This is an optimization exercise on Yosys and OpenROAD, whose aim is small area, not a production implementation. At most, simulation tests tie the RTL to the original design; equivalence was not proved. The RTL of run 3 was laid out without a check of its function. In runs 2 to 7 the design's own scripts or RTL, not TritonCTS, make the clock network. The flow treats the clock pin as an ideal source. Dropping or thinning the clock tree relies on that and would not hold on a real chip. Power is estimated from default activity; no workload was simulated.

**design/flow/flow/run.sh**
```bash
#!/bin/bash
# Own layout flow:
#  1. the standard synthesis (bash standard.sh synth), unchanged;
#  2. an area-oriented re-mapping of its combinational logic with Yosys/ABC
#     (flow/remap.tcl); the registers are left exactly as synthesized;
#  3. the standard ORFS layout of that netlist, with the smallest buffer
#     (buf_1) on each port and a clock tree without dummy loads.
# Each tool's output goes to a log file of its own in this folder.
set -euo pipefail
R=orfs/results/sky130hd/uart/base
bash standard.sh synth > 1_standard_synth.log 2>&1
cp $R/1_2_yosys.v 1_2_yosys_standard.v
yosys -c flow/remap.tcl > 2_remap.log 2>&1
cp 1_2_yosys_remapped.v $R/1_2_yosys.v
bash standard.sh \
  "BUFFER_PORTS_ARGS=-buffer_cell sky130_fd_sc_hd__buf_1" \
  "CTS_ARGS=-sink_clustering_enable -repair_clock_nets -dont_use_dummy_load -buf_list sky130_fd_sc_hd__clkbuf_4 -root_buf sky130_fd_sc_hd__clkbuf_4 -sink_clustering_size 20 -sink_clustering_max_diameter 300" \
  finish > 3_layout.log 2>&1
```
**design/flow/flow/area.abc**
```
strash
&get -n
&deepsyn -T 30
&put
dch -f
amap
```
**design/flow/constraint.sdc**
```tcl
create_clock -name core_clock -period 10.0 [get_ports {clk}]
set_input_delay 2.0000 -clock core_clock [delete_from_list [all_inputs] [get_ports {clk}]]
set_output_delay 2.0000 -clock core_clock [all_outputs]
set_load 0.01 [all_outputs]
```
**design/flow/flow/remap.tcl**
```tcl
# Area-oriented re-mapping of the combinational logic of the standard
# synthesis netlist. The registers (their instances, names and cell types)
# are kept exactly as the standard synthesis made them.
set lib $::env(FLOW_HOME)/platforms/sky130hd/lib/sky130_fd_sc_hd__tt_025C_1v80.lib
set seq {sky130_fd_sc_hd__df* sky130_fd_sc_hd__edf* sky130_fd_sc_hd__sdf* sky130_fd_sc_hd__sedf* sky130_fd_sc_hd__dl*}
set dont_use {sky130_fd_sc_hd__lpflow_bleeder_1 sky130_fd_sc_hd__lpflow_clkbufkapwr_1 sky130_fd_sc_hd__lpflow_clkbufkapwr_16 sky130_fd_sc_hd__lpflow_clkbufkapwr_2 sky130_fd_sc_hd__lpflow_clkbufkapwr_4 sky130_fd_sc_hd__lpflow_clkbufkapwr_8 sky130_fd_sc_hd__lpflow_clkinvkapwr_1 sky130_fd_sc_hd__lpflow_clkinvkapwr_16 sky130_fd_sc_hd__lpflow_clkinvkapwr_2 sky130_fd_sc_hd__lpflow_clkinvkapwr_4 sky130_fd_sc_hd__lpflow_clkinvkapwr_8 sky130_fd_sc_hd__lpflow_decapkapwr_12 sky130_fd_sc_hd__lpflow_decapkapwr_3 sky130_fd_sc_hd__lpflow_decapkapwr_4 sky130_fd_sc_hd__lpflow_decapkapwr_6 sky130_fd_sc_hd__lpflow_decapkapwr_8 sky130_fd_sc_hd__lpflow_inputiso0n_1 sky130_fd_sc_hd__lpflow_inputiso0p_1 sky130_fd_sc_hd__lpflow_inputiso1n_1 sky130_fd_sc_hd__lpflow_inputiso1p_1 sky130_fd_sc_hd__lpflow_inputisolatch_1 sky130_fd_sc_hd__lpflow_isobufsrc_1 sky130_fd_sc_hd__lpflow_isobufsrc_16 sky130_fd_sc_hd__lpflow_isobufsrc_2 sky130_fd_sc_hd__lpflow_isobufsrc_4 sky130_fd_sc_hd__lpflow_isobufsrc_8 sky130_fd_sc_hd__lpflow_isobufsrckapwr_16 sky130_fd_sc_hd__lpflow_lsbuf_lh_hl_isowell_tap_1 sky130_fd_sc_hd__lpflow_lsbuf_lh_hl_isowell_tap_2 sky130_fd_sc_hd__lpflow_lsbuf_lh_hl_isowell_tap_4 sky130_fd_sc_hd__lpflow_lsbuf_lh_isowell_4 sky130_fd_sc_hd__lpflow_lsbuf_lh_isowell_tap_1 sky130_fd_sc_hd__lpflow_lsbuf_lh_isowell_tap_2 sky130_fd_sc_hd__lpflow_lsbuf_lh_isowell_tap_4 sky130_fd_sc_hd__probe_p_8 sky130_fd_sc_hd__probec_p_8 }
set du_args {}
foreach c $dont_use { lappend du_args -dont_use $c }

yosys read_liberty -ignore_miss_func $lib
yosys read_verilog 1_2_yosys_standard.v
yosys hierarchy -top uart
yosys setattr -mod -set keep_hierarchy 1 {*}$seq
yosys flatten -noscopeinfo
yosys rename -hide w:*.*
yosys blackbox {*}$seq
yosys opt_clean
yosys tee -o 2_remap_before.txt stat -liberty $lib uart
yosys abc -liberty $lib {*}$du_args -script flow/area.abc uart
yosys opt_clean -purge
yosys read_liberty -lib -overwrite $lib
yosys hilomap -singleton -hicell sky130_fd_sc_hd__conb_1 HI -locell sky130_fd_sc_hd__conb_1 LO
yosys insbuf -buf sky130_fd_sc_hd__buf_1 A X
yosys splitnets
yosys opt_clean -purge
yosys read_liberty -lib -overwrite $lib
yosys tee -o 2_remap_after.txt stat -liberty $lib uart
yosys check -assert -mapped uart
yosys select uart
yosys write_verilog -noattr -nohex -nodec -selected 1_2_yosys_remapped.v
```
**design/flow/design.v**
```verilog
module uart (clk,reset_n,rx,cts_n,tx,rts_n,tx_data,data_bit_num,stop_bit_num,parity_en,parity_type,start_tx,rx_data,tx_done,rx_done,parity_error);
input   clk ;
input   reset_n ;
input   rx ;
input   cts_n ;
output   tx ;
output   rts_n ;
input  [7:0] tx_data ;
input  [1:0] data_bit_num ;
input   stop_bit_num ;
input   parity_en ;
input   parity_type ;
input   start_tx ;
output  [7:0] rx_data ;
output   tx_done ;
output   rx_done ;
output   parity_error ;
wire [3:0] sfirst = {1'b1, ~(parity_en & stop_bit_num), parity_en & stop_bit_num, ~(parity_en ^ stop_bit_num)};
reg  [8:0] tq;
wire       ttick = (tq[7:0] == 8'b0001_0110);
always @(posedge clk or negedge reset_n)
  if (!reset_n) tq <= 9'b1_0001_0110;
  else          tq <= {tq[7:0], tq[8] ^ tq[3] ^ ttick};
reg  [4:0] rq;
wire       rtick = (rq[3:0] == 4'b0100);
always @(posedge clk or negedge reset_n)
  if (!reset_n) rq <= 5'b1_0100;
  else          rq <= {rq[3:0], rq[4] ^ rq[1] ^ rtick};
reg  [3:0] p;
reg        tpar;
wire       tidle = (p == 4'd14);
wire       tlast = !p[3] && p[2] && (p[1:0] == data_bit_num);
wire       tbit  = tx_data[p[2:0]];
always @(posedge clk or negedge reset_n)
  if (!reset_n) p <= 4'd14;
  else if (ttick) begin
    if (tlast) p <= sfirst;
    else if (!tidle || (start_tx && !cts_n)) p <= p + 4'd1;
  end
always @(posedge clk)
  if (tidle) tpar <= ~parity_type;
  else if (ttick && !p[3]) tpar <= tpar ^ tbit;
assign tx = !p[3] ? tbit :
            (p == 4'd15) ? 1'b0 :
            (tidle || !parity_en) ? 1'b1 : tpar;
assign tx_done = tidle;
reg  [3:0] c;
reg  [3:0] b;
reg  [7:0] d;
reg        rpar;
wire       ridle = &b;
wire       done  = (&c) && (b == 4'd14);
wire       mid   = rtick && (c == 4'd8);
wire       store = mid && !b[3];
wire       rlast = !b[3] && b[2] && (b[1:0] == data_bit_num);
always @(posedge clk or negedge reset_n)
  if (!reset_n) begin
    c <= 4'd0;
    b <= 4'hf;
  end else if (done) begin
    c <= 4'd0;
    b <= 4'hf;
  end else if (rtick) begin
    if (!rx || c != 4'd0 || !ridle) c <= c + 4'd1;
    if (c == 4'd8) b <= rlast ? sfirst : b + 4'd1;
  end
always @(posedge clk)
  if (store) begin
    d[3:0] <= d[4:1];
    d[4]   <= (data_bit_num == 2'd0) ? rx : d[5];
    d[5]   <= (data_bit_num == 2'd1) ? rx : (data_bit_num[1] & d[6]);
    d[6]   <= (data_bit_num == 2'd2) ? rx : ((data_bit_num == 2'd3) & d[7]);
    d[7]   <= (data_bit_num == 2'd3) & rx;
  end
always @(posedge clk)
  if (ridle) rpar <= ~parity_type;
  else if (store) rpar <= rpar ^ rx;
assign rx_data      = d;
assign rx_done      = done;
assign rts_n        = done;
assign parity_error = parity_en & rpar;
endmodule
```
**design/flow/standard.sh**
```bash
#!/bin/bash
# synth_recipe.tcl (not shown) runs the flow's synth.tcl, then flattens the netlist and writes it again
# the make line also repeats each setting of config.mk as NAME=value (left out here)
make -C /OpenROAD-flow-scripts/flow DESIGN_CONFIG=/design/flow/config.mk WORK_HOME=/design/flow/orfs CLKGATE_MAP_FILE= SYNTH_SCRIPT=/design/flow/synth_recipe.tcl "${@:-finish}"
```
**design/flow/config.mk**
```make
export PLATFORM = sky130hd
export DESIGN_NAME = uart
export DESIGN_NICKNAME = uart
export VERILOG_FILES = /design/flow/design.v
export SDC_FILE = /design/flow/constraint.sdc
export NUM_CORES = 4
export LEC_CHECK = 0
export CAP_MARGIN = 20
export CORE_MARGIN = 2
export CORE_UTILIZATION = 40
export PLACE_DENSITY = 0.6
export SLEW_MARGIN = 20
```
==> results.yml, run 1 <==
run_status:
  status: "finished clean"
clock_tree:
  cts_setup_buffers: 0
  ctsResizeCount: 0
  hold_buffers: 0
  htreeDepth: 2
  clkSinkCount: 36
  clk_pin_slew_worst_paths_ns: 0.10
  cts_made_buffers: 5
  clock-root-buffer: "clkbuf_4"
  clockBufferDepth: 2
  tritoncts: "done"
  clk_latency_ns: 0.33
timing:
  tightest_slew_ns: 0.754
  skew_ns: 0.0239
  fmax_ghz: 0.202
  period_share: 0.496
  drv_slew: 0
  rsz0062_at_grt: "no"
  setup_tns_ns: 0
  fin_crit_ns: 4.96
  slew_headroom: 0.493
  finalHoldViolCount: 0
  finalSetupViolCount: 0
layout:
  final_cell_mix: "30 x buf_1, 22 x nor2_1, 18 x clkinv_1, 13 x dfstp_2, 13 x dfrtp_1"
  fin_util: 0.478
  finalNetCount: 201
  drive_gt1_frac: 0.105
  final_common_cell: "buf_1"
  postLayoutCellArea_um2: 1760
  antenna_cells: 0
  syn_to_final_growth_pct: 13.8
setup_path:
  crit_required_ns: 8.00
  crit_slowest_cell: "o22ai_1"
  path_cells: "buf_1 -> a221o_1 -> o221ai_1 -> o22ai_1 -> clkinv_1 -> o221ai_1 -> buf_1"
  critPathKind: "in -> out"
  start_kind: "input pin"
  cpLargestDelayFamily: "compound AO/OA/AOI/OAI gates"
  crit_buf_inv: 3
  critPathMaxStageDelay_ns: 0.22
  critPathCaptureType: "output port"
  cp.arrival_ns: 2.96
  critPathMaxFanout: 2
synthesis:
  synth_area_um2: 1550
  mappedNetlistNets: 164
  syn_inst: 146
  yosysWarnings: 1
  synth.avg_cell_area_um2: 10.6
drt:
  drt_iter0_drc: 49
  via_per_inst: 5.13
  num_vias: 1175
  finalWirelength_um: 2870
  dr.pass1.iters: 4
  antenna_left: 0
  post-route-drc-count: 0
  wl_per_cell_um: 12.5
place:
  place.gp.congestion: 0.800
  dp_hpwl_um: 2250
  placed_area_um2: 1730
  port-buffer-count: 30
grt:
  grt.overflow.total: 0
  grt_start_max_net_pins: 27
  track_usage: 0.152
  grt_pass1_wl_um: 4920
  antenna_found_initial: 0
  grt_pass1_vias: 1181
die:
  initial_core_util: 0.420
  die_y_um: 66.3
  dieArea_um2: 4390
  core_um2: 3690
  rows: 22
  ios: 31
  die_x_um: 66.3
pwr:
  power_density_nw_per_um2: 130
  p_leak_uw: 0.000632
  peakVddDrop_mv: 0.0780
run:
  cap_violations: 0
min_path:
  worstHoldPathType: "reg -> reg"
## power breakdown
part	total, uW	switching [uW]	internal [uW]
Clock	63.5	40.1	23.5
Sequential	152	0.646	152
Combinational	14.0	8.57	5.43
Total	230	49.3	181
## flip-flops by register name, indices dropped and copies added (netlist names)
register,flops
rq,5
rpar,1
tpar,1
c,4
b,4
d,8
p,4
tq,9
## final cells by class
type	count	area, um^2
Fill cell	366	1920
Sequential cell	36	967
Multi-Input combinational cell	91	512
Timing Repair Buffer	31	120
Inverter	18	67.6
Tap cell	48	60.1
Clock buffer	5	37.5
## per-stage QoR
stage / std cells / power [uW] / setup slack (ns) / hold WS, ns
after floorplan: 146 / 162 / 5.25 / 0.347
after global placement: 224 / 169 / 5.07 / 0.358
after detailed placement: 224 / 170 / 5.03 / 0.358
after CTS: 229 / 234 / 5.03 / 0.379
after global routing: 229 / 241 / 4.93 / 0.386
final: 229 / 230 / 5.04 / 0.378
## per-layer routing
metal,global-route usage,vias to the layer above,share of wire,routed length (um)
met2,0.266,18,0.49,1400
li1,-,593,-,-
met1,0.167,558,0.45,1290
met3,0.0528,6,0.045,130
met4,0.0612,0,0.017,48
met5,0,-,0,0
## path summary, 6_finish.rpt
kind,startpoint,endpoint,slack (ns),depth (start not counted)
worst max-delay path,tx_data[0],tx,5.04,7
worst min-delay path,tq[1]$_DFF_PN1_,tq[2]$_DFF_PN1_,0.38,0
worst max register to register,rq[2]$_DFF_PN1_,b[1]$_DFFE_PN1P_,7.47,7
worst min register to register,tq[1]$_DFF_PN1_,tq[2]$_DFF_PN1_,0.38,0
max in group asynchronous,reset_n,b[1]$_DFFE_PN1P_,8.05,2
min in group asynchronous,reset_n,tq[5]$_DFF_PN0_,1.62,2
==> run 2: changes to the inputs <==
--- a/design/flow/design.v
+++ b/design/flow/design.v
@@ -66,10 +66,8 @@
   end
+wire       extra = rtick && (b == 4'd14) &&
+                   (((c == 4'd9) && (data_bit_num != 2'd3)) ||
+                    ((c == 4'd10) && !data_bit_num[1]) ||
+                    ((c == 4'd11) && (data_bit_num == 2'd0)));
 always @(posedge clk)
-  if (store) begin
-    d[3:0] <= d[4:1];
-    d[4]   <= (data_bit_num == 2'd0) ? rx : d[5];
-    d[5]   <= (data_bit_num == 2'd1) ? rx : (data_bit_num[1] & d[6]);
-    d[6]   <= (data_bit_num == 2'd2) ? rx : ((data_bit_num == 2'd3) & d[7]);
-    d[7]   <= (data_bit_num == 2'd3) & rx;
-  end
+  if (store || extra) d <= {rx & !b[3], d[7:1]};
 always @(posedge clk)
==> design/flow/flow/run.sh (replaced) <==
#!/bin/bash
# Own layout flow:
#  1. the standard synthesis (bash standard.sh synth), unchanged;
#  2. an area-oriented re-mapping of its combinational logic with Yosys/ABC
#     (flow/remap.tcl; ABC's deepsyn with a few seeds, the smallest result
#     that flow/equiv.tcl proves equivalent is kept); the registers are left
#     exactly as synthesized;
#  3. the standard ORFS floorplan and placement of that netlist, with the
#     smallest buffer (buf_1) on each port;
#  4. in place of TritonCTS, a one-level clock network (flow/clock.tcl): the
#     clock port drives a few clock buffers, each driving a group of
#     registers; the smallest candidate whose estimated clock-pin slew is
#     under 100 ps is kept;
#  5. the standard ORFS routing and finishing.
# Each tool's output goes to a log file of its own in this folder.
set -euo pipefail
R=orfs/results/sky130hd/uart/base
PORTBUF="BUFFER_PORTS_ARGS=-buffer_cell sky130_fd_sc_hd__buf_1"
bash standard.sh synth > 1_standard_synth.log 2>&1
cp $R/1_2_yosys.v 1_2_yosys_standard.v

best=1_2_yosys_standard.v
besta=999999
for s in 1 2 3 4; do
  printf 'strash\n&get -n\n&deepsyn -T 40 -S %s\n&put\ndch -f\namap\n' $s > 2_remap_$s.abc
  ( REMAP_SCRIPT=2_remap_$s.abc REMAP_TAG=2_remap_$s yosys -c flow/remap.tcl > 2_remap_$s.log 2>&1 || true ) &
done
wait
for s in 1 2 3 4; do
  [ -f 2_remap_$s.v ] || continue
  a=$(awk '/Chip area for module/ {print $NF}' 2_remap_${s}_after.txt)
  if REMAP_TAG=2_remap_$s yosys -c flow/equiv.tcl > 2_equiv_$s.log 2>&1; then ok=1; else ok=0; fi
  echo "seed $s area $a equivalent $ok" >> 2_remap_choice.log
  if [ $ok = 1 ] && awk -v a="$a" -v b="$besta" 'BEGIN {exit !(a < b)}'; then best=2_remap_$s.v; besta=$a; fi
done
echo "chosen $best" >> 2_remap_choice.log
cp $best $R/1_2_yosys.v

bash standard.sh "$PORTBUF" place > 3_place.log 2>&1
export CLK_IN=$R/3_place.odb CLK_SDC=$R/3_place.sdc
chosen=""
for cfg in "1 sky130_fd_sc_hd__clkbuf_8" "2 sky130_fd_sc_hd__clkbuf_4" "1 sky130_fd_sc_hd__clkbuf_16" "3 sky130_fd_sc_hd__clkbuf_4" "2 sky130_fd_sc_hd__clkbuf_8" "4 sky130_fd_sc_hd__clkbuf_4" "4 sky130_fd_sc_hd__clkbuf_8"; do
  set -- $cfg
  tag=$1_${2#sky130_fd_sc_hd__}
  export CLK_NBUF=$1 CLK_CELL=$2 CLK_OUT=4_clock_$tag.odb
  openroad -no_init -exit flow/clock.tcl > 4_clock_$tag.log 2>&1
  openroad -no_init -exit flow/clock_slew.tcl > 4_clock_slew_$tag.log 2>&1
  slew=$(awk '/^CLOCK_SLEW/ {print $2}' 4_clock_slew_$tag.log)
  echo "$tag $slew" >> 4_clock_choice.log
  if awk -v s="$slew" 'BEGIN {exit !(s < 0.100)}'; then chosen=$CLK_OUT; break; fi
done
[ -n "$chosen" ] || chosen=$CLK_OUT
echo "chosen $chosen" >> 4_clock_choice.log
cp $chosen $R/4_1_cts.odb
cp $chosen $R/4_cts.odb
cp $R/3_place.sdc $R/4_cts.sdc
bash standard.sh "$PORTBUF" finish > 5_finish.log 2>&1
==> design/flow/flow/clock.tcl (new file) <==
# Clock distribution for this small design, in place of TritonCTS: the clock
# port drives $::env(CLK_NBUF) clock buffers ($::env(CLK_CELL)), and each
# buffer drives the clock pins of one group of registers (groups split by
# position). Every register gets its clock through exactly one buffer.
read_db $::env(CLK_IN)
set db [ord::get_db]
set block [ord::get_db_block]
set master [$db findMaster $::env(CLK_CELL)]
set clk [$block findNet clk]
set sinks {}
foreach it [$clk getITerms] {
  set inst [$it getInst]
  set bb [$inst getBBox]
  lappend sinks [list [expr {([$bb xMin] + [$bb xMax]) / 2}] [expr {([$bb yMin] + [$bb yMax]) / 2}] $it]
}
# split the registers into groups by recursive bisection along the longer side
proc split_groups {sinks k} {
  if {$k <= 1} { return [list $sinks] }
  set xs {}; set ys {}
  foreach s $sinks { lappend xs [lindex $s 0]; lappend ys [lindex $s 1] }
  set xs [lsort -integer $xs]; set ys [lsort -integer $ys]
  set idx [expr {([lindex $xs end] - [lindex $xs 0]) >= ([lindex $ys end] - [lindex $ys 0]) ? 0 : 1}]
  set sinks [lsort -integer -index $idx $sinks]
  set k1 [expr {$k / 2}]
  set n1 [expr {[llength $sinks] * $k1 / $k}]
  return [concat [split_groups [lrange $sinks 0 [expr {$n1 - 1}]] $k1] \
                 [split_groups [lrange $sinks $n1 end] [expr {$k - $k1}]]]
}
set g 0
foreach grp [split_groups $sinks $::env(CLK_NBUF)] {
  set sx 0; set sy 0
  foreach s $grp { incr sx [lindex $s 0]; incr sy [lindex $s 1] }
  set cx [expr {$sx / [llength $grp]}]
  set cy [expr {$sy / [llength $grp]}]
  set buf [odb::dbInst_create $block $master clkbuf_$g]
  set net [odb::dbNet_create $block clknet_$g]
  $net setSigType CLOCK
  foreach s $grp {
    set it [lindex $s 2]
    $it disconnect
    $it connect $net
  }
  [$buf findITerm A] connect $clk
  [$buf findITerm X] connect $net
  $buf setLocation $cx $cy
  $buf setPlacementStatus PLACED
  puts "clock buffer clkbuf_$g ($::env(CLK_CELL)) at $cx $cy drives [llength $grp] registers"
  incr g
}
$clk setSigType CLOCK
detailed_placement
check_placement -verbose
write_db $::env(CLK_OUT)
==> design/flow/flow/clock_slew.tcl (new file) <==
# Estimated worst clock-pin slew (placement parasitics) of a candidate clock network.
read_db $::env(CLK_OUT)
read_liberty $::env(FLOW_HOME)/platforms/sky130hd/lib/sky130_fd_sc_hd__tt_025C_1v80.lib
read_sdc $::env(CLK_SDC)
source $::env(FLOW_HOME)/platforms/sky130hd/setRC.tcl
set_propagated_clock [all_clocks]
estimate_parasitics -placement
set mx 0
foreach p [get_pins -hierarchical */CLK] {
  set s [get_property $p slew_max]
  if {$s > $mx} {set mx $s}
}
puts "CLOCK_SLEW $mx"
==> design/flow/flow/equiv.tcl (new file) <==
# Equivalence of the re-mapped netlist with the standard synthesis netlist:
# both flattened to cell functions; registers and ports are matched by name.
set lib $::env(FLOW_HOME)/platforms/sky130hd/lib/sky130_fd_sc_hd__tt_025C_1v80.lib
yosys read_liberty -ignore_miss_func $lib
yosys read_verilog 1_2_yosys_standard.v
yosys rename uart gold
yosys read_verilog $::env(REMAP_TAG).v
yosys rename uart gate
yosys hierarchy -check
yosys flatten -noscopeinfo gold gate
yosys rename -hide w:_* w:*.*
yosys async2sync
yosys opt_clean
yosys equiv_make gold gate eq
yosys equiv_simple -seq 1 eq
yosys equiv_induct eq
yosys equiv_status -assert eq
--- a/design/flow/flow/remap.tcl
+++ b/design/flow/flow/remap.tcl
@@ -17,4 +17,4 @@
 yosys opt_clean
-yosys tee -o 2_remap_before.txt stat -liberty $lib uart
-yosys abc -liberty $lib {*}$du_args -script flow/area.abc uart
+yosys tee -o $::env(REMAP_TAG)_before.txt stat -liberty $lib uart
+yosys abc -liberty $lib {*}$du_args -script $::env(REMAP_SCRIPT) uart
 yosys opt_clean -purge
@@ -26,5 +26,5 @@
 yosys read_liberty -lib -overwrite $lib
-yosys tee -o 2_remap_after.txt stat -liberty $lib uart
+yosys tee -o $::env(REMAP_TAG)_after.txt stat -liberty $lib uart
 yosys check -assert -mapped uart
 yosys select uart
-yosys write_verilog -noattr -nohex -nodec -selected 1_2_yosys_remapped.v
+yosys write_verilog -noattr -nohex -nodec -selected $::env(REMAP_TAG).v
--- a/design/flow/config.mk
+++ b/design/flow/config.mk
@@ -8,5 +8,5 @@
 export CAP_MARGIN = 20
-export CORE_MARGIN = 2
-export CORE_UTILIZATION = 40
-export PLACE_DENSITY = 0.6
+export CORE_AREA = 2 2 62 62
+export DIE_AREA = 0 0 64 64
+export PLACE_DENSITY = 0.85
 export SLEW_MARGIN = 20
removed: design/flow/flow/area.abc
==> run 2 against run 1 <==
  * Setup slack better by 0.0047 ns
  * Critical endpoint unchanged
  * Clock power is 18% lower
  * Via count is 2.0% lower
  * Flip-flop and latch count unchanged
  * Largest cell class unchanged
  * Fmax hardly changed
  * Power is 7.7% lower
  * Largest power group unchanged
  * Critical path type unchanged
  * Synthesized cell count is 1.4% lower
  * Register-to-register slack gained 0.02 ns
  * Worst hold slack lost 0.0087 ns
==> results.yml, run 2 <==
run_status:
  status: "finished clean"
die:
  ios: 31
  core_um2: 3390
  die_x_um: 64
  rows: 21
  die_y_um: 64
  initial_core_util: 0.449
  dieArea_um2: 4100
place:
  dp_hpwl_um: 2140
  place.gp.congestion: 0.828
  post-place-ws_ns: 5.05
  port-buffer-count: 30
  placed_area_um2: 1700
synthesis:
  synth_area_um2: 1520
  yosysWarnings: 1
  syn_inst: 144
  synth.avg_cell_area_um2: 10.6
  mappedNetlistNets: 162
drt:
  num_vias: 1152
  dr.pass1.iters: 4
  via_per_inst: 5.14
  post-route-drc-count: 0
  antenna_left: 0
  drt_iter0_drc: 77
  wl_per_cell_um: 12.1
  finalWirelength_um: 2710
clock_tree:
  clk_pin_slew_worst_paths_ns: 0.08
  clk_latency_ns: 0.16
layout:
  postLayoutCellArea_um2: 1730
  final_cell_mix: "30 x buf_1, 23 x nor2_1, 20 x clkinv_1, 13 x dfstp_2, 13 x dfrtp_1"
  largest_reg_flops: 9
  drive_gt1_frac: 0.101
  fin_util: 0.509
  finalNetCount: 198
  largest_registers: "tq x9, d x8, rq x5"
  final_common_cell: "buf_1"
  antenna_cells: 0
  fillCellCount: 308
  syn_to_final_growth_pct: 13.4
  top_register: "tq"
timing:
  rsz0062_at_grt: "no"
  fmax_ghz: 0.202
  slew_headroom: 0.479
  fin_crit_ns: 4.96
  drv_slew: 0
  finalHoldViolCount: 0
  skew_ns: 0.0120
  finalSetupViolCount: 0
  setup_tns_ns: 0
  period_share: 0.496
  tightest_slew_ns: 0.771
  fin_ws_ns: 5.04
pwr:
  power_frac_seq: 0.710
  p_leak_uw: 0.000628
  peakVddDrop_mv: 0.0815
  power_density_nw_per_um2: 123
  intPower_uw: 173
  clockPowerShare: 0.247
  pwr-share-comb: 0.043
  p_sw_frac: 0.183
  switchingPower_uw: 38.9
grt:
  grt_pass1_vias: 1049
  grt_busiest_layer: "met2"
  global_route.usage.met2: 0.221
  antenna_found_initial: 0
  grt_use_met3: 0.0176
  track_usage: 0.136
  grt_start_max_net_pins: 27
  grt_util_met1: 0.202
  grt_pass1_wl_um: 4620
  grt.overflow.total: 0
setup_path:
  crit_slowest_cell: "a22o_1"
  critPathMaxFanout: 3
  path_cells: "buf_1 -> o22ai_1 -> a22o_1 -> o32ai_1 -> a21oi_1 -> o21ai_0 -> buf_1"
  crit_top_cell: "buf_1"
  critPathCaptureType: "output port"
  crit_buf_inv: 2
  critPathMaxStageDelay_ns: 0.23
  cpLargestDelayFamily: "compound AO/OA/AOI/OAI gates"
  cp.arrival_ns: 2.96
  crit_required_ns: 8.00
  critPathKind: "in -> out"
  start_kind: "input pin"
run:
  cap_violations: 0
min_path:
  worstHoldPathType: "reg -> reg"
==> run 2: cell types whose count changed in the layout (fill, tap and decap cells not counted), moves of 3 or more <==
cell,change
o221ai_1,-3
o22ai_1,+4
nor2b_1,-3
nand2_1,-3
nor4_1,-4
==> run 2: power groups by stage <==
| stage | registers (uW) | logic [uW] | clock network (uW) |
|---|---|---|---|
| final | 151 | 9.11 | 52.3 |
| after global routing | 151 | 10.5 | 61.1 |
| after detailed placement | 154 | 9.32 | 0 |
| after global placement | 154 | 9.08 | 0 |
| after floorplan | 154 | 3.15 | 0 |
==> run 2: through the flow <==
stage / total power, uW / instances / hold WS [ns]
finish: 212 / 224 / 0.369
global placement: 163 / 220 / 0.349
global route: 222 / 224 / 0.377
detailed placement: 163 / 220 / 0.356
floorplan: 157 / 144 / 0.346
==> run 2: worst reg2reg max path: stages, from the launching register on <==
cell      delay (ns)
dfstp_2         0.53
nor4b_1         0.63
nand4_1         0.32
a21oi_1         0.29
a21boi_0        0.29
nand2_1         0.13
o21ai_0         0.09
o21ai_0         0.12
==> run 2: final timing paths <==
check | endpoint | slack, ns | cells after the start | start
max in group asynchronous | tq[2]$_DFF_PN1_ | 7.89 | 2 | reset_n
min in group asynchronous | p[0]$_DFFE_PN0P_ | 1.81 | 2 | reset_n
max reg2reg | b[2]$_DFFE_PN1P_ | 7.49 | 7 | rq[2]$_DFF_PN1_
max | tx | 5.04 | 7 | tx_data[0]
min | tq[2]$_DFF_PN1_ | 0.37 | 0 | tq[1]$_DFF_PN1_
min reg2reg | tq[2]$_DFF_PN1_ | 0.37 | 0 | tq[1]$_DFF_PN1_
==> run 2: area by class of cell <==
class	instances	area (um^2)	area share
Buffer	4	30.0	0.0174
Sequential cell	36	967	0.560
Timing Repair Buffer	31	120	0.0696
Tap cell	46	57.6	0.0333
Multi-Input combinational cell	87	477	0.276
Inverter	20	75.1	0.0435
==> run 2: routing by layer <==
layer  up-vias  wire length, um  share of wire
li1        594                -              -
met1       529             1280           0.47
met2        26             1260           0.46
met3         3              147          0.054
met4         0               26         0.0096
met5         -                0              0
==> run 3: changes to the inputs <==
--- a/design/flow/design.v
+++ b/design/flow/design.v
@@ -19,14 +19,14 @@
 reg  [8:0] tq;
-wire       ttick = (tq[7:0] == 8'b0001_0110);
+wire       ttick = (tq[7:0] == 8'b0110_1000);
 always @(posedge clk or negedge reset_n)
-  if (!reset_n) tq <= 9'b1_0001_0110;
-  else          tq <= {tq[7:0], tq[8] ^ tq[3] ^ ttick};
+  if (!reset_n) tq <= 9'b0_0110_1000;
+  else          tq <= {tq[7:0], tq[8] ^ tq[4] ^ ttick};
 reg  [4:0] rq;
-wire       rtick = (rq[3:0] == 4'b0100);
+wire       rtick = (rq[3:0] == 4'b0010);
 always @(posedge clk or negedge reset_n)
-  if (!reset_n) rq <= 5'b1_0100;
-  else          rq <= {rq[3:0], rq[4] ^ rq[1] ^ rtick};
+  if (!reset_n) rq <= 5'b0_0010;
+  else          rq <= {rq[3:0], rq[4] ^ rq[2] ^ rtick};
 reg  [3:0] p;
 reg        tpar;
-wire       tidle = (p == 4'd14);
+wire       tidle = p[3] & p[2] & p[1] & ~p[0];           
 wire       tlast = !p[3] && p[2] && (p[1:0] == data_bit_num);
@@ -40,7 +40,5 @@
 always @(posedge clk)
-  if (tidle) tpar <= ~parity_type;
+  if (p[3] & p[2] & p[1]) tpar <= ~parity_type;
   else if (ttick && !p[3]) tpar <= tpar ^ tbit;
-assign tx = !p[3] ? tbit :
-            (p == 4'd15) ? 1'b0 :
-            (tidle || !parity_en) ? 1'b1 : tpar;
+assign tx = !p[3] ? tbit : (p[2] & p[1]) ? ~p[0] : (~parity_en | tpar);
 assign tx_done = tidle;
@@ -56,12 +54,8 @@
 always @(posedge clk or negedge reset_n)
-  if (!reset_n) begin
-    c <= 4'd0;
-    b <= 4'hf;
-  end else if (done) begin
-    c <= 4'd0;
-    b <= 4'hf;
-  end else if (rtick) begin
-    if (!rx || c != 4'd0 || !ridle) c <= c + 4'd1;
-    if (c == 4'd8) b <= rlast ? sfirst : b + 4'd1;
-  end
+  if (!reset_n) b <= 4'hf;
+  else if (done) b <= 4'hf;
+  else if (rtick && c == 4'd8) b <= rlast ? sfirst : b + 4'd1;
+always @(posedge clk)
+  if (!reset_n || done) c <= 4'd0;
+  else if (rtick && (!rx || c != 4'd0 || !ridle)) c <= c + 4'd1;
 wire       extra = rtick && (b == 4'd14) &&
--- a/design/flow/flow/run.sh
+++ b/design/flow/flow/run.sh
@@ -4,3 +4,3 @@
 #  2. an area-oriented re-mapping of its combinational logic with Yosys/ABC
-#     (flow/remap.tcl; ABC's deepsyn with a few seeds, the smallest result
+#     (flow/remap.tcl; ABC's deepsyn with 8 seeds, the smallest result
 #     that flow/equiv.tcl proves equivalent is kept); the registers are left
@@ -9,6 +9,2 @@
 #     smallest buffer (buf_1) on each port;
-#  4. in place of TritonCTS, a one-level clock network (flow/clock.tcl): the
-#     clock port drives a few clock buffers, each driving a group of
-#     registers; the smallest candidate whose estimated clock-pin slew is
-#     under 100 ps is kept;
 #  5. the standard ORFS routing and finishing.
@@ -23,8 +19,10 @@
 besta=999999
-for s in 1 2 3 4; do
-  printf 'strash\n&get -n\n&deepsyn -T 40 -S %s\n&put\ndch -f\namap\n' $s > 2_remap_$s.abc
-  ( REMAP_SCRIPT=2_remap_$s.abc REMAP_TAG=2_remap_$s yosys -c flow/remap.tcl > 2_remap_$s.log 2>&1 || true ) &
+for round in "1 2 3 4" "5 6 7 8"; do
+  for s in $round; do
+    printf 'strash\n&get -n\n&deepsyn -T 30 -S %s\n&put\ndch -f\namap\n' $s > 2_remap_$s.abc
+    ( REMAP_SCRIPT=2_remap_$s.abc REMAP_TAG=2_remap_$s yosys -c flow/remap.tcl > 2_remap_$s.log 2>&1 || true ) &
+  done
+  wait
 done
-wait
-for s in 1 2 3 4; do
+for s in 1 2 3 4 5 6 7 8; do
   [ -f 2_remap_$s.v ] || continue
@@ -41,3 +39,3 @@
 chosen=""
-for cfg in "1 sky130_fd_sc_hd__clkbuf_8" "2 sky130_fd_sc_hd__clkbuf_4" "1 sky130_fd_sc_hd__clkbuf_16" "3 sky130_fd_sc_hd__clkbuf_4" "2 sky130_fd_sc_hd__clkbuf_8" "4 sky130_fd_sc_hd__clkbuf_4" "4 sky130_fd_sc_hd__clkbuf_8"; do
+for cfg in "1 sky130_fd_sc_hd__clkbuf_8" "2 sky130_fd_sc_hd__clkbuf_4" "3 sky130_fd_sc_hd__clkbuf_4" "1 sky130_fd_sc_hd__clkbuf_16" "2 sky130_fd_sc_hd__clkbuf_8" "4 sky130_fd_sc_hd__clkbuf_4" "3 sky130_fd_sc_hd__clkbuf_8" "4 sky130_fd_sc_hd__clkbuf_8"; do
   set -- $cfg
@@ -49,3 +47,3 @@
   echo "$tag $slew" >> 4_clock_choice.log
-  if awk -v s="$slew" 'BEGIN {exit !(s < 0.100)}'; then chosen=$CLK_OUT; break; fi
+  if awk -v s="$slew" 'BEGIN {exit !(s < 0.110)}'; then chosen=$CLK_OUT; break; fi
 done
==> run 3 against run 2 <==
  * Final cell count grew 2.2%
  * Critical path depth fell by 1
  * Via count rose by 1.8%
  * Flip-flop and latch count did not move
  * Final area decreased by 0.29%
  * Utilization down 0.15 points
  * Critical path type unchanged
==> results.yml, run 3 <==
timing:
  setup_tns_ns: 0
  fin_crit_ns: 4.95
  slew_headroom: 0.348
  fin_ws_ns: 5.05
  finalSetupViolCount: 0
  period_share: 0.495
  fmax_ghz: 0.202
  finalHoldViolCount: 0
  drv_slew: 0
  rsz0062_at_grt: "no"
  skew_ns: 0.00243
  tightest_slew_ns: 0.954
layout:
  syn_to_final_growth_pct: 13.3
  largest_reg_flops: 9
  final_cell_mix: "30 x buf_1, 23 x nor2_1, 20 x clkinv_1, 14 x nand2_1"
  drive_gt1_frac: 0.0765
  antenna_cells: 0
  postLayoutCellArea_um2: 1720
  final_common_cell: "buf_1"
  finalNetCount: 203
  fin_util: 0.508
  top_register: "tq"
  largest_registers: "tq x9, d x8, rq x5"
drt:
  antenna_left: 0
  num_vias: 1173
  wl_per_cell_um: 11.6
  via_per_inst: 5.12
  post-route-drc-count: 0
  finalWirelength_um: 2660
  dr.pass1.iters: 4
  drt_iter0_drc: 83
die:
  die_x_um: 64
  ios: 31
  rows: 21
  dieArea_um2: 4100
  initial_core_util: 0.449
  die_y_um: 64
  core_um2: 3390
synthesis:
  mappedNetlistNets: 169
  syn_inst: 151
  synth_area_um2: 1520
  synth.avg_cell_area_um2: 10.1
  yosysWarnings: 1
setup_path:
  crit_required_ns: 8.00
  critPathCaptureType: "output port"
  start_kind: "input pin"
  critPathKind: "in -> out"
  critPathMaxFanout: 3
  cp.arrival_ns: 2.95
run_status:
  status: "finished clean"
min_path:
  worstHoldPathType: "reg -> reg"
place:
  port-buffer-count: 30
  place.gp.congestion: 0.814
  dp_hpwl_um: 2120
  post-place-ws_ns: 5.04
  placed_area_um2: 1690
grt:
  grt_start_max_net_pins: 24
  grt_pass1_vias: 1041
  grt_pass1_wl_um: 4640
  track_usage: 0.138
  grt.overflow.total: 0
  antenna_found_initial: 0
clock_tree:
  clk_latency_ns: 0.16
  clk_pin_slew_worst_paths_ns: 0.10
pwr:
  peakVddDrop_mv: 0.0618
  intPower_uw: 176
  pwr-share-comb: 0.061
  totalPowerFinal_uw: 218
  power_density_nw_per_um2: 127
  p_sw_frac: 0.193
  p_leak_uw: 0.000594
  clockPowerShare: 0.235
  switchingPower_uw: 42.2
  power_frac_seq: 0.705
run:
  cap_violations: 0
-- run 3: cell count changes in the layout (fill, tap and decap cells not counted), sizes merged, moves of 3 or more --
cell and change:
dfxtp +4, nor4 +3, a211oi +4, o2111ai -3
nand2 +5
-- run 3: layout make-up --
| class | count | area, um^2 |
|---|---|---|
| Timing Repair Buffer | 31 | 120 |
| Sequential cell | 36 | 945 |
| Tap cell | 46 | 57.6 |
| Multi-Input combinational cell | 94 | 497 |
| Fill cell | 322 | 1670 |
| Buffer | 2 | 27.5 |
| Inverter | 20 | 75.1 |
-- run 3: power groups by stage --
stage / clock, uW / sequential [uW] / combinational, uW
6_report: 51.2 / 154 / 13.3
2_1_floorplan: 0 / 156 / 6.97
3_5_place_dp: 0 / 157 / 13.5
3_3_place_gp: 0 / 157 / 13.3
5_1_grt: 61.1 / 154 / 15.5
-- run 3: worst max-delay path, cell delays in order --
cell and delay [ns]:
buf_1 0.06, o22ai_1 0.06, a2111oi_0 0.38, a31oi_1 0.13, o21ai_0 0.16, buf_1 0.16
-- run 3: final timing paths --
check                           cells after the start               end  slack [ns]             from
worst max-delay path                                6                tx        5.05       tx_data[2]
worst max register to register                      8  p[3]$_DFFE_PN1P_        7.13  tq[3]$_DFF_PN1_
min in group asynchronous                           2   tq[2]$_DFF_PN0_        1.80          reset_n
worst min-delay path                                0   tq[6]$_DFF_PN1_        0.37  tq[5]$_DFF_PN1_
worst min register to register                      0   tq[6]$_DFF_PN1_        0.37  tq[5]$_DFF_PN1_
max in group asynchronous                           2   rq[1]$_DFF_PN1_        7.92          reset_n
-- run 3: metrics by stage --
step	std cells	hold slack, ns
2_1_floorplan	151	0.346
3_3_place_gp	227	0.355
3_5_place_dp	227	0.354
5_1_grt	229	0.383
6_report	229	0.372
-- run 3: per-layer routing --
layer / global-route usage / wire (um) / up-vias / part of all wire
met5: 0 / 0 / - / 0
met3: 0.0141 / 108 / 2 / 0.041
met2: 0.227 / 1230 / 22 / 0.46
met4: 0.0163 / 36 / 0 / 0.014
met1: 0.205 / 1290 / 542 / 0.48
li1: - / - / 607 / -
==> run 4: changes to the inputs <==
--- a/design/flow/design.v
+++ b/design/flow/design.v
@@ -44,3 +44,3 @@
 assign tx_done = tidle;
-reg  [3:0] c;
+reg  [3:0] s;
 reg  [3:0] b;
@@ -49,4 +49,5 @@
 wire       ridle = &b;
-wire       done  = (&c) && (b == 4'd14);
-wire       mid   = rtick && (c == 4'd8);
+wire       done  = (s == 4'd6) && (b == 4'd14);
+wire       cnt   = rtick && (!rx || s != 4'd7 || !ridle);
+wire       mid   = cnt && (&s);
 wire       store = mid && !b[3];
@@ -56,10 +57,8 @@
   else if (done) b <= 4'hf;
-  else if (rtick && c == 4'd8) b <= rlast ? sfirst : b + 4'd1;
+  else if (mid) b <= rlast ? sfirst : b + 4'd1;
 always @(posedge clk)
-  if (!reset_n || done) c <= 4'd0;
-  else if (rtick && (!rx || c != 4'd0 || !ridle)) c <= c + 4'd1;
-wire       extra = rtick && (b == 4'd14) &&
-                   (((c == 4'd9) && (data_bit_num != 2'd3)) ||
-                    ((c == 4'd10) && !data_bit_num[1]) ||
-                    ((c == 4'd11) && (data_bit_num == 2'd0)));
+  if (!reset_n || done) s <= 4'd7;
+  else if (cnt) s <= s + 4'd1;
+wire [2:0] ssum  = {1'b0, s[1:0]} + {1'b0, data_bit_num};
+wire       extra = rtick && (b == 4'd14) && (s[3:2] == 2'b00) && (ssum <= 3'd2);
 always @(posedge clk)
--- a/design/flow/config.mk
+++ b/design/flow/config.mk
@@ -7,3 +7,3 @@
 export LEC_CHECK = 0
-export CAP_MARGIN = 20
+export CAP_MARGIN = 5
 export CORE_AREA = 2 2 62 62
@@ -11,2 +11,2 @@
 export PLACE_DENSITY = 0.85
-export SLEW_MARGIN = 20
+export SLEW_MARGIN = 5
==> run 4 against run 3 <==
  * Utilization decreased by 0.074 points
  * Highest routed layer unchanged
  * Clock power grew 5.3%
  * Via count up 0.60%
  * Flip-flop and latch count did not move
  * Critical path depth grew 1
  * Register-to-register slack lost 0.41 ns
  * Setup slack improved by 0.033 ns
  * Critical endpoint unchanged
  * Fmax grew 0.68%
==> results.yml, run 4 <==
drt:
  drt_iter0_drc: 51
  post-route-drc-count: 0
  finalWirelength_um: 2840
  wl_per_cell_um: 12.4
  dr.pass1.iters: 4
  num_vias: 1180
  via_per_inst: 5.15
  antenna_left: 0
timing:
  setup_tns_ns: 0
  fin_crit_ns: 4.92
  tightest_slew_ns: 0.693
  period_share: 0.492
  drv_slew: 0
  fin_ws_ns: 5.08
  finalHoldViolCount: 0
  skew_ns: 0.00590
  fmax_ghz: 0.203
  rsz0062_at_grt: "no"
  finalSetupViolCount: 0
  holdWs_ns: 0.379
  slew_headroom: 0.531
grt:
  grt_pass1_vias: 1026
  antenna_found_initial: 0
  grt.overflow.total: 0
  grt_pass1_wl_um: 4680
  grt_start_max_net_pins: 27
  track_usage: 0.139
setup_path:
  critPathMaxFanout: 2
  crit_buf_inv: 3
  path_cells: "buf_1 -> a22oi_1 -> o21a_1 -> a31oi_1 -> clkinv_1 -> o21ai_0 -> buf_1"
  cpLargestDelayFamily: "compound AO/OA/AOI/OAI gates"
  crit_slowest_cell: "a31oi_1"
  crit_required_ns: 8.00
  critPathKind: "in -> out"
  critPathMaxStageDelay_ns: 0.20
  start_kind: "input pin"
  critPathCaptureType: "output port"
  cp.arrival_ns: 2.92
  crit_top_cell: "buf_1"
synthesis:
  yosysWarnings: 1
  mappedNetlistNets: 166
  synth.avg_cell_area_um2: 10.2
  syn_inst: 148
  synth_area_um2: 1510
layout:
  largest_reg_flops: 9
  largest_registers: "tq x9, d x8, rq x5"
  final_common_cell: "buf_1"
  finalNetCount: 203
  drive_gt1_frac: 0.0929
  syn_to_final_growth_pct: 14.0
  fillCellCount: 314
  final_cell_mix: "30 x buf_1, 23 x nor2_1, 20 x clkinv_1, 18 x o21ai_0, 12 x nand2_1"
  antenna_cells: 0
  top_register: "tq"
die:
  rows: 21
  dieArea_um2: 4100
  core_um2: 3390
  ios: 31
  die_x_um: 64
  die_y_um: 64
  initial_core_util: 0.445
run_status:
  status: "finished clean"
pwr:
  peakVddDrop_mv: 0.0483
  p_leak_uw: 0.000641
  power_density_nw_per_um2: 124
clock_tree:
  clk_pin_slew_worst_paths_ns: 0.09
  clk_latency_ns: 0.16
place:
  dp_hpwl_um: 2170
  port-buffer-count: 30
  post-place-ws_ns: 5.09
  place.gp.congestion: 0.853
run:
  cap_violations: 0
min_path:
  worstHoldPathType: "reg -> reg"
-- run 4: metal layers --
| metal | vias to the layer above | share of wire | track usage |
|---|---|---|---|
| met5 | - | 0 | 0 |
| met1 | 536 | 0.45 | 0.197 |
| met4 | 0 | 0.010 | 0.0217 |
| li1 | 603 | - | - |
| met2 | 39 | 0.46 | 0.233 |
| met3 | 2 | 0.078 | 0.0176 |
-- run 4: power breakdown --
part | total, uW | leakage (uW) | switching, uW | internal (uW)
Clock | 53.9 | 0.0000184 | 34.7 | 19.2
Combinational | 9.37 | 0.000238 | 5.98 | 3.39
Sequential | 151 | 0.000385 | 0.0000000000000168 | 151
Total | 214 | 0.000641 | 40.7 | 173
-- run 4: per-stage QoR --
stage | instances | total power [uW] | instance area [um^2] | utilization
after detailed placement | 225 | 163 | 1690 | 0.498
after global routing | 229 | 223 | 1720 | 0.507
final | 229 | 214 | 1720 | 0.507
after global placement | 225 | 163 | 1690 | 0.498
after floorplan | 148 | 157 | 1510 | -
-- run 4: cell type report --
class / count / area, um^2 / area share
Buffer: 4 / 30.0 / 0.0175
Inverter: 20 / 75.1 / 0.0437
Multi-Input combinational cell: 91 / 484 / 0.282
Sequential cell: 36 / 945 / 0.549
Tap cell: 46 / 57.6 / 0.0335
Timing Repair Buffer: 32 / 128 / 0.0742
-- run 4: path summary, 6_finish.rpt --
kind	from	end	slack [ns]	cells past startpoint
worst max-delay path	tx_data[1]	tx	5.08	7
worst min-delay path	tq[5]$_DFF_PN1_	tq[6]$_DFF_PN1_	0.38	0
worst max register to register	rq[1]$_DFF_PN1_	b[3]$_DFFE_PN1P_	6.72	9
worst min register to register	tq[5]$_DFF_PN1_	tq[6]$_DFF_PN1_	0.38	0
max in group asynchronous	reset_n	rq[1]$_DFF_PN1_	7.90	2
min in group asynchronous	reset_n	tq[4]$_DFF_PN0_	1.81	2
-- run 4: worst reg2reg max path, cell delays in order, from the launching register on --
cell and delay, ns:
dfstp_2 0.53, nor4b_1 0.57, o311ai_0 0.40, nor3_1 0.45, nand2_1 0.20, nor4_1 0.51
clkinv_1 0.20, o21ai_0 0.16, nor2_1 0.07, a21oi_1 0.13
==> run 5: changes to the inputs <==
--- a/design/flow/config.mk
+++ b/design/flow/config.mk
@@ -10,2 +10,3 @@
 export DIE_AREA = 0 0 64 64
+export GPL_TIMING_DRIVEN = 0
 export PLACE_DENSITY = 0.85
==> run 5 against run 4 <==
  * Critical endpoint unchanged
  * Power is 0.29% higher
  * Fmax is 0.65% lower
  * Sequential power hardly changed
  * Die area stayed put
==> results.yml, run 5 <==
setup_path:
  crit_required_ns: 8.00
  critPathKind: "in -> out"
  reg2regPathDepth: 9
  critPathMaxFanout: 2
  crit_slowest_cell: "a31oi_1"
  regToRegEndpoint: "b[3]$_DFFE_PN1P_"
  reg2reg_from: "rq[1]$_DFF_PN1_"
  start_kind: "input pin"
  path_cells: "buf_1 -> a22oi_1 -> o21a_1 -> a31oi_1 -> clkinv_1 -> o21ai_0 -> buf_1"
  cp.arrival_ns: 2.95
  r2r_setup_slack_ns: 6.65
  crit_top_cell: "buf_1"
  critPathMaxStageDelay_ns: 0.20
  critPathCaptureType: "output port"
timing:
  holdWs_ns: 0.362
  drv_slew: 0
  finalSetupViolCount: 0
  tightest_slew_ns: 0.737
  rsz0062_at_grt: "no"
  finalHoldViolCount: 0
  skew_ns: 0.0159
  period_share: 0.495
  fmax_ghz: 0.202
  slew_headroom: 0.501
  fin_crit_ns: 4.95
  setup_tns_ns: 0
  fin_ws_ns: 5.05
grt:
  track_usage: 0.133
  grt_start_max_net_pins: 27
  antenna_found_initial: 0
  grt_pass1_wl_um: 4530
  grt.overflow.total: 0
  grt_pass1_vias: 1009
place:
  post-place-ws_ns: 5.04
  place.gp.congestion: 0.844
  port-buffer-count: 30
  dp_hpwl_um: 2100
  dp_cells: 224
layout:
  final_cell_mix: "30 x buf_1, 23 x nor2_1, 20 x clkinv_1, 18 x o21ai_0, 12 x nand2_1"
  top_register: "tq"
  largest_reg_flops: 9
  finalNetCount: 203
  syn_to_final_growth_pct: 13.7
  drive_gt1_frac: 0.0929
  stdcell_count: 229
  largest_registers: "tq x9, d x8, rq x5"
  final_common_cell: "buf_1"
  antenna_cells: 0
min_path:
  hold_path_end: "tq[8]$_DFF_PN0_"
  worstHoldPathType: "reg -> reg"
  hold_start: "tq[7]$_DFF_PN0_"
  holdPathStages: 0
drt:
  dr.pass1.iters: 4
  post-route-drc-count: 0
  drt_iter0_drc: 72
  via_per_inst: 5.26
  finalWirelength_um: 2850
  antenna_left: 0
  num_vias: 1204
  wl_per_cell_um: 12.5
die:
  rows: 21
  ios: 31
  die_x_um: 64
  initial_core_util: 0.445
  die_y_um: 64
  dieArea_um2: 4100
  core_um2: 3390
pwr:
  power_density_nw_per_um2: 125
  totalPowerFinal_uw: 214
  peakVddDrop_mv: 0.0646
  p_leak_uw: 0.000641
clock_tree:
  clk_pin_slew_worst_paths_ns: 0.10
  clk_latency_ns: 0.16
synthesis:
  synth_area_um2: 1510
  synth.avg_cell_area_um2: 10.2
  syn_inst: 148
  mappedNetlistNets: 166
  yosysWarnings: 1
run:
  cap_violations: 0
run_status:
  status: "finished clean"
==> run 5: worst max path at each step <==
stage                     startpoint  cells after the start  to
final                     tx_data[1]                      7  tx
after global routing      tx_data[1]                      7  tx
after detailed placement  tx_data[1]                      7  tx
after global placement    tx_data[1]                      7  tx
after floorplan           tx_data[1]                      5  tx
==> run 5: layout make-up <==
type                    count  area [um^2]
flip-flops and latches     36          945
repair buffers             31          119
inverters                  20         75.1
fillers                   322         1680
well taps                  46         57.6
plain buffers               5         33.8
multi-input cells          91          484
==> run 5: stage by stage <==
step / cell area [um^2] / utilization
6_report: 1710 / 0.506
5_1_grt: 1710 / 0.506
3_5_place_dp: 1680 / 0.495
3_3_place_gp: 1680 / 0.495
2_1_floorplan: 1510 / -
==> run 5: metal layers <==
| metal | GRT usage | share of wire |
|---|---|---|
| met1 | 0.194 | 0.47 |
| met2 | 0.220 | 0.44 |
| met3 | 0.0158 | 0.074 |
| met4 | 0.0163 | 0.0081 |
| met5 | 0 | 0 |
==> run 5: power by group <==
part               switching (uW)  internal (uW)
registers      0.0000000000000147            151
clock network                35.4           19.2
logic                        6.12           3.17
==> run 5: critical path: cells and delay by family <==
family,cells,cell delay (ns)
AO/OA/AOI/OAI,4,0.60
buffers and inverters,3,0.36
==> run 6: changes to the inputs <==
--- a/design/flow/config.mk
+++ b/design/flow/config.mk
@@ -7,7 +7,6 @@
 export LEC_CHECK = 0
-export CAP_MARGIN = 5
+export CAP_MARGIN = 20
 export CORE_AREA = 2 2 62 62
 export DIE_AREA = 0 0 64 64
-export GPL_TIMING_DRIVEN = 0
 export PLACE_DENSITY = 0.85
-export SLEW_MARGIN = 5
+export SLEW_MARGIN = 20
==> run 6 against run 5 <==
  * Largest cell class unchanged
  * Still clean on timing, DRC and antenna
  * Clock power is 1% lower
  * Sequential power about the same
  * Clock skew down 0.010 ns
  * Highest routed layer unchanged
==> results.yml, run 6 <==
die:
  initial_core_util: 0.445
  rows: 21
  die_y_um: 64
  dieArea_um2: 4100
  die_x_um: 64
  ios: 31
  core_um2: 3390
setup_path:
  critPathMaxFanout: 2
  critPathCaptureType: "output port"
  cp.arrival_ns: 2.92
  crit_required_ns: 8.00
  critPathKind: "in -> out"
  start_kind: "input pin"
pwr:
  totalPowerFinal_uw: 214
  power_frac_seq: 0.704
  peakVddDrop_mv: 0.0483
  switchingPower_uw: 40.7
  power_density_nw_per_um2: 124
  p_sw_frac: 0.190
  p_leak_uw: 0.000641
  clockPowerShare: 0.252
  pwr-share-comb: 0.044
  intPower_uw: 173
layout:
  syn_to_final_growth_pct: 14.0
  finalNetCount: 203
  antenna_cells: 0
  top_register: "tq"
  largest_reg_flops: 9
  final_common_cell: "buf_1"
  drive_gt1_frac: 0.0929
  fillCellCount: 314
  final_cell_mix: "30 x buf_1, 23 x nor2_1, 20 x clkinv_1, 18 x o21ai_0, 12 x nand2_1"
  stdcell_count: 229
  largest_registers: "tq x9, d x8, rq x5"
  fin_util: 0.507
drt:
  post-route-drc-count: 0
  num_vias: 1180
  wl_per_cell_um: 12.4
  antenna_left: 0
  finalWirelength_um: 2840
  via_per_inst: 5.15
  dr.pass1.iters: 4
  drt_iter0_drc: 51
timing:
  skew_ns: 0.00590
  slew_headroom: 0.531
  finalHoldViolCount: 0
  tightest_slew_ns: 0.693
  fmax_ghz: 0.203
  period_share: 0.492
  rsz0062_at_grt: "no"
  finalSetupViolCount: 0
  fin_crit_ns: 4.92
  drv_slew: 0
  setup_tns_ns: 0
grt:
  grt_pass1_wl_um: 4680
  grt.overflow.total: 0
  antenna_found_initial: 0
  grt_pass1_vias: 1026
  grt_start_max_net_pins: 27
  track_usage: 0.139
run_status:
  status: "finished clean"
min_path:
  worstHoldPathType: "reg -> reg"
place:
  dp_cells: 225
  port-buffer-count: 30
  place.gp.congestion: 0.853
  dp_hpwl_um: 2170
synthesis:
  synth.avg_cell_area_um2: 10.2
  synth_area_um2: 1510
  mappedNetlistNets: 166
  yosysWarnings: 1
  syn_inst: 148
clock_tree:
  clk_pin_slew_worst_paths_ns: 0.09
  clk_latency_ns: 0.16
run:
  cap_violations: 0
[run 6: final cells by class]
class | count | area, um^2 | share of cell area
Multi-Input combinational cell | 91 | 484 | 0.282
Buffer | 4 | 30.0 | 0.0175
Inverter | 20 | 75.1 | 0.0437
Tap cell | 46 | 57.6 | 0.0335
Timing Repair Buffer | 32 | 128 | 0.0742
Sequential cell | 36 | 945 | 0.549
[run 6: path summary, 6_finish.rpt]
check / from / end / slack (ns) / depth (start not counted)
max reg2reg: rq[1]$_DFF_PN1_ / b[3]$_DFFE_PN1P_ / 6.72 / 9
min reg2reg: tq[5]$_DFF_PN1_ / tq[6]$_DFF_PN1_ / 0.38 / 0
max in group asynchronous: reset_n / rq[1]$_DFF_PN1_ / 7.90 / 2
max: tx_data[1] / tx / 5.08 / 7
min: tq[5]$_DFF_PN1_ / tq[6]$_DFF_PN1_ / 0.38 / 0
min in group asynchronous: reset_n / tq[4]$_DFF_PN0_ / 1.81 / 2
[run 6: layer usage]
| metal | GRT usage | vias up | part of all wire |
|---|---|---|---|
| met4 | 0.0217 | 0 | 0.010 |
| met2 | 0.233 | 39 | 0.46 |
| met5 | 0 | - | 0 |
| met1 | 0.197 | 536 | 0.45 |
| li1 | - | 603 | - |
| met3 | 0.0176 | 2 | 0.078 |
[run 6: worst max-delay path, stage by stage]
cell      delay (ns)
buf_1           0.07
a22oi_1         0.07
o21a_1          0.16
a31oi_1         0.20
clkinv_1        0.11
o21ai_0         0.14
buf_1           0.17
[run 6: power by group through the flow]
| stage | logic [uW] | clock network (uW) | registers (uW) |
|---|---|---|---|
| 6_report | 9.37 | 53.9 | 151 |
| 5_1_grt | 10.7 | 62.1 | 151 |
| 3_5_place_dp | 9.46 | 0 | 153 |
| 3_3_place_gp | 9.27 | 0 | 153 |
| 2_1_floorplan | 3.22 | 0 | 153 |
[run 6: stage by stage]
step	hold slack, ns	setup WS [ns]	instance area, um^2
after floorplan	0.346	5.22	1510
after global placement	0.356	5.09	1690
after detailed placement	0.359	5.09	1690
after global routing	0.390	4.98	1720
final	0.379	5.08	1720
==> run 7: changes to the inputs <==
--- a/design/flow/config.mk
+++ b/design/flow/config.mk
@@ -7,6 +7,7 @@
 export LEC_CHECK = 0
-export CAP_MARGIN = 20
+export CAP_MARGIN = 0
 export CORE_AREA = 2 2 62 62
 export DIE_AREA = 0 0 64 64
+export GPL_TIMING_DRIVEN = 0
 export PLACE_DENSITY = 0.85
-export SLEW_MARGIN = 20
+export SLEW_MARGIN = 0
==> run 7 against run 6 <==
  * Sequential power about the same
  * Via count rose by 1.5%
  * Synthesized area did not move
  * Fmax is 0.65% lower
  * Synthesized cell count did not move
  * Register-to-register slack lost 0.06 ns
==> results.yml, run 7 <==
run_status:
  status: "finished clean"
grt:
  antenna_found_initial: 0
  grt_busiest_layer: "met2"
  track_usage: 0.133
  global_route.usage.met2: 0.220
  grt_pass1_vias: 1009
  grt_start_max_net_pins: 27
  grt_util_met1: 0.194
  grt_pass1_wl_um: 4530
  grt_use_met3: 0.0158
  grt.overflow.total: 0
place:
  dp_cells: 224
  placed_area_um2: 1680
  port-buffer-count: 30
  dp_hpwl_um: 2100
  place.gp.congestion: 0.844
pwr:
  p_sw_frac: 0.193
  switchingPower_uw: 41.4
  pwr-share-comb: 0.043
  power_frac_seq: 0.703
  p_leak_uw: 0.000635
  peakVddDrop_mv: 0.0644
  intPower_uw: 173
  power_density_nw_per_um2: 125
  clockPowerShare: 0.254
timing:
  period_share: 0.495
  holdWs_ns: 0.365
  finalHoldViolCount: 0
  drv_slew: 0
  fmax_ghz: 0.202
  slew_headroom: 0.155
  setup_tns_ns: 0
  fin_crit_ns: 4.95
  skew_ns: 0.0146
  rsz0062_at_grt: "no"
  finalSetupViolCount: 0
  tightest_slew_ns: 1.26
setup_path:
  r2r_setup_slack_ns: 6.66
  crit_top_cell: "buf_1"
  regToRegEndpoint: "b[3]$_DFFE_PN1P_"
  crit_path_end: "tx"
  start_kind: "input pin"
  critPathMaxFanout: 2
  reg2regPathDepth: 9
  critPathCaptureType: "output port"
  critPathKind: "in -> out"
  reg2reg_from: "rq[1]$_DFF_PN1_"
  critPathLaunch: "tx_data[1]"
  critPathMaxStageDelay_ns: 0.20
  crit_slowest_cell: "a31oi_1"
  crit_required_ns: 8.00
  cp.arrival_ns: 2.95
  path_cells: "buf_1 -> a22oi_1 -> o21a_1 -> a31oi_1 -> clkinv_1 -> o21ai_0 -> buf_1"
layout:
  stdcell_count: 228
  finalNetCount: 202
  antenna_cells: 0
  final_cell_mix: "30 x buf_1, 23 x nor2_1, 20 x clkinv_1, 18 x o21ai_0, 12 x nand2_1"
  largest_reg_flops: 9
  final_common_cell: "buf_1"
  top_register: "tq"
  syn_to_final_growth_pct: 13.4
  postLayoutCellArea_um2: 1710
  drive_gt1_frac: 0.0879
  fillCellCount: 322
  largest_registers: "tq x9, d x8, rq x5"
drt:
  antenna_left: 0
  drt_iter0_drc: 62
  num_vias: 1198
  wl_per_cell_um: 12.4
  via_per_inst: 5.25
  post-route-drc-count: 0
  dr.pass1.iters: 4
  finalWirelength_um: 2840
die:
  core_um2: 3390
  die_x_um: 64
  rows: 21
  ios: 31
  dieArea_um2: 4100
  initial_core_util: 0.445
  die_y_um: 64
min_path:
  worstHoldPathType: "reg -> reg"
  holdPathStages: 0
synthesis:
  yosysWarnings: 1
  mappedNetlistNets: 166
  synth.avg_cell_area_um2: 10.2
  synth_area_um2: 1510
  syn_inst: 148
clock_tree:
  clk_pin_slew_worst_paths_ns: 0.10
  clk_latency_ns: 0.16
run:
  cap_violations: 0
==> run 7: changes by cell type in the layout (fill, tap and decap cells not counted) <==
cell,change
buf_4,-2
clkbuf_2,+1
==> run 7: critical path: cells and delay by family <==
family	cells	cell delay, ns
compound gates	4	0.60
buf+inv	3	0.36
==> run 7: worst min-delay path by stage <==
stage | slack, ns | endpoint | from
floorplan | 0.35 | tq[8]$_DFF_PN0_ | tq[7]$_DFF_PN0_
global placement | 0.36 | rq[4]$_DFF_PN0_ | rq[3]$_DFF_PN0_
detailed placement | 0.36 | tq[6]$_DFF_PN1_ | tq[5]$_DFF_PN1_
global route | 0.38 | tq[6]$_DFF_PN1_ | tq[5]$_DFF_PN1_
finish | 0.36 | tq[8]$_DFF_PN0_ | tq[7]$_DFF_PN0_
==> run 7: layout make-up <==
type	instances	area, um^2	share of cell area
inverter	20	75.1	0.0439
buffer	5	33.8	0.0198
multi-input combinational	91	484	0.283
tap	46	57.6	0.0337
sequential	36	945	0.553
timing repair buffer	30	114	0.0666
==> run 7: per-stage QoR <==
| stage | worst slack [ns] | power (uW) | utilization |
|---|---|---|---|
| after global placement | 5.07 | 162 | 0.495 |
| after detailed placement | 5.04 | 163 | 0.495 |
| final | 5.05 | 214 | 0.504 |
| after global routing | 4.92 | 221 | 0.504 |
| after floorplan | 5.22 | 157 | - |
==> run 7: layer usage <==
metal / part of all wire / up-vias / wire (um)
li1: - / 600 / -
met1: 0.46 / 542 / 1310
met2: 0.44 / 54 / 1260
met3: 0.086 / 2 / 243
met4: 0.0081 / 0 / 23
met5: 0 / - / 0
==> run 7: power groups by stage <==
stage	clock, uW	sequential [uW]	combinational, uW
2_1_floorplan	0	153	3.22
3_3_place_gp	0	153	8.95
3_5_place_dp	0	153	9.27
5_1_grt	60.4	151	10.5
6_report	54.5	151	9.22

-- static timing again, ports no longer ideal --
The flow's constraints put no driver on any port. The routed layouts listed below were extracted and timed again, unchanged, in two steps. Step 1 assumes that a clkbuf_16 drives the clock port and a buf_2 every other input. Step 2, shift: input delay + t, output delay - t, t = (earliest + latest rising clock arrival at the registers) / 2. This alone moves slack from input paths to output paths. Three values: ideal ports, drivers, drivers and shift; two values: the first two.
run	t, ns	slack for setup (ns)	hold slack, ns
run 1	0.343	5.040 / 5.018 / 5.018	0.378 / 0.378 / 0.378
run 2	0.194	5.044 / 5.019 / 5.019	0.369 / 0.369 / 0.369
run 3	0.189	5.049 / 5.027 / 5.027	0.372 / 0.372 / 0.372
run 4	0.199	5.083 / 5.057 / 5.057	0.379 / 0.379 / 0.379
run 5	0.198	5.050 / 5.028 / 5.028	0.362 / 0.361 / 0.361
run 6	0.199	5.083 / 5.057 / 5.057	0.379 / 0.379 / 0.379
run 7	0.198	5.051 / 5.028 / 5.028	0.365 / 0.365 / 0.365
After both steps every run listed still meets setup and hold.
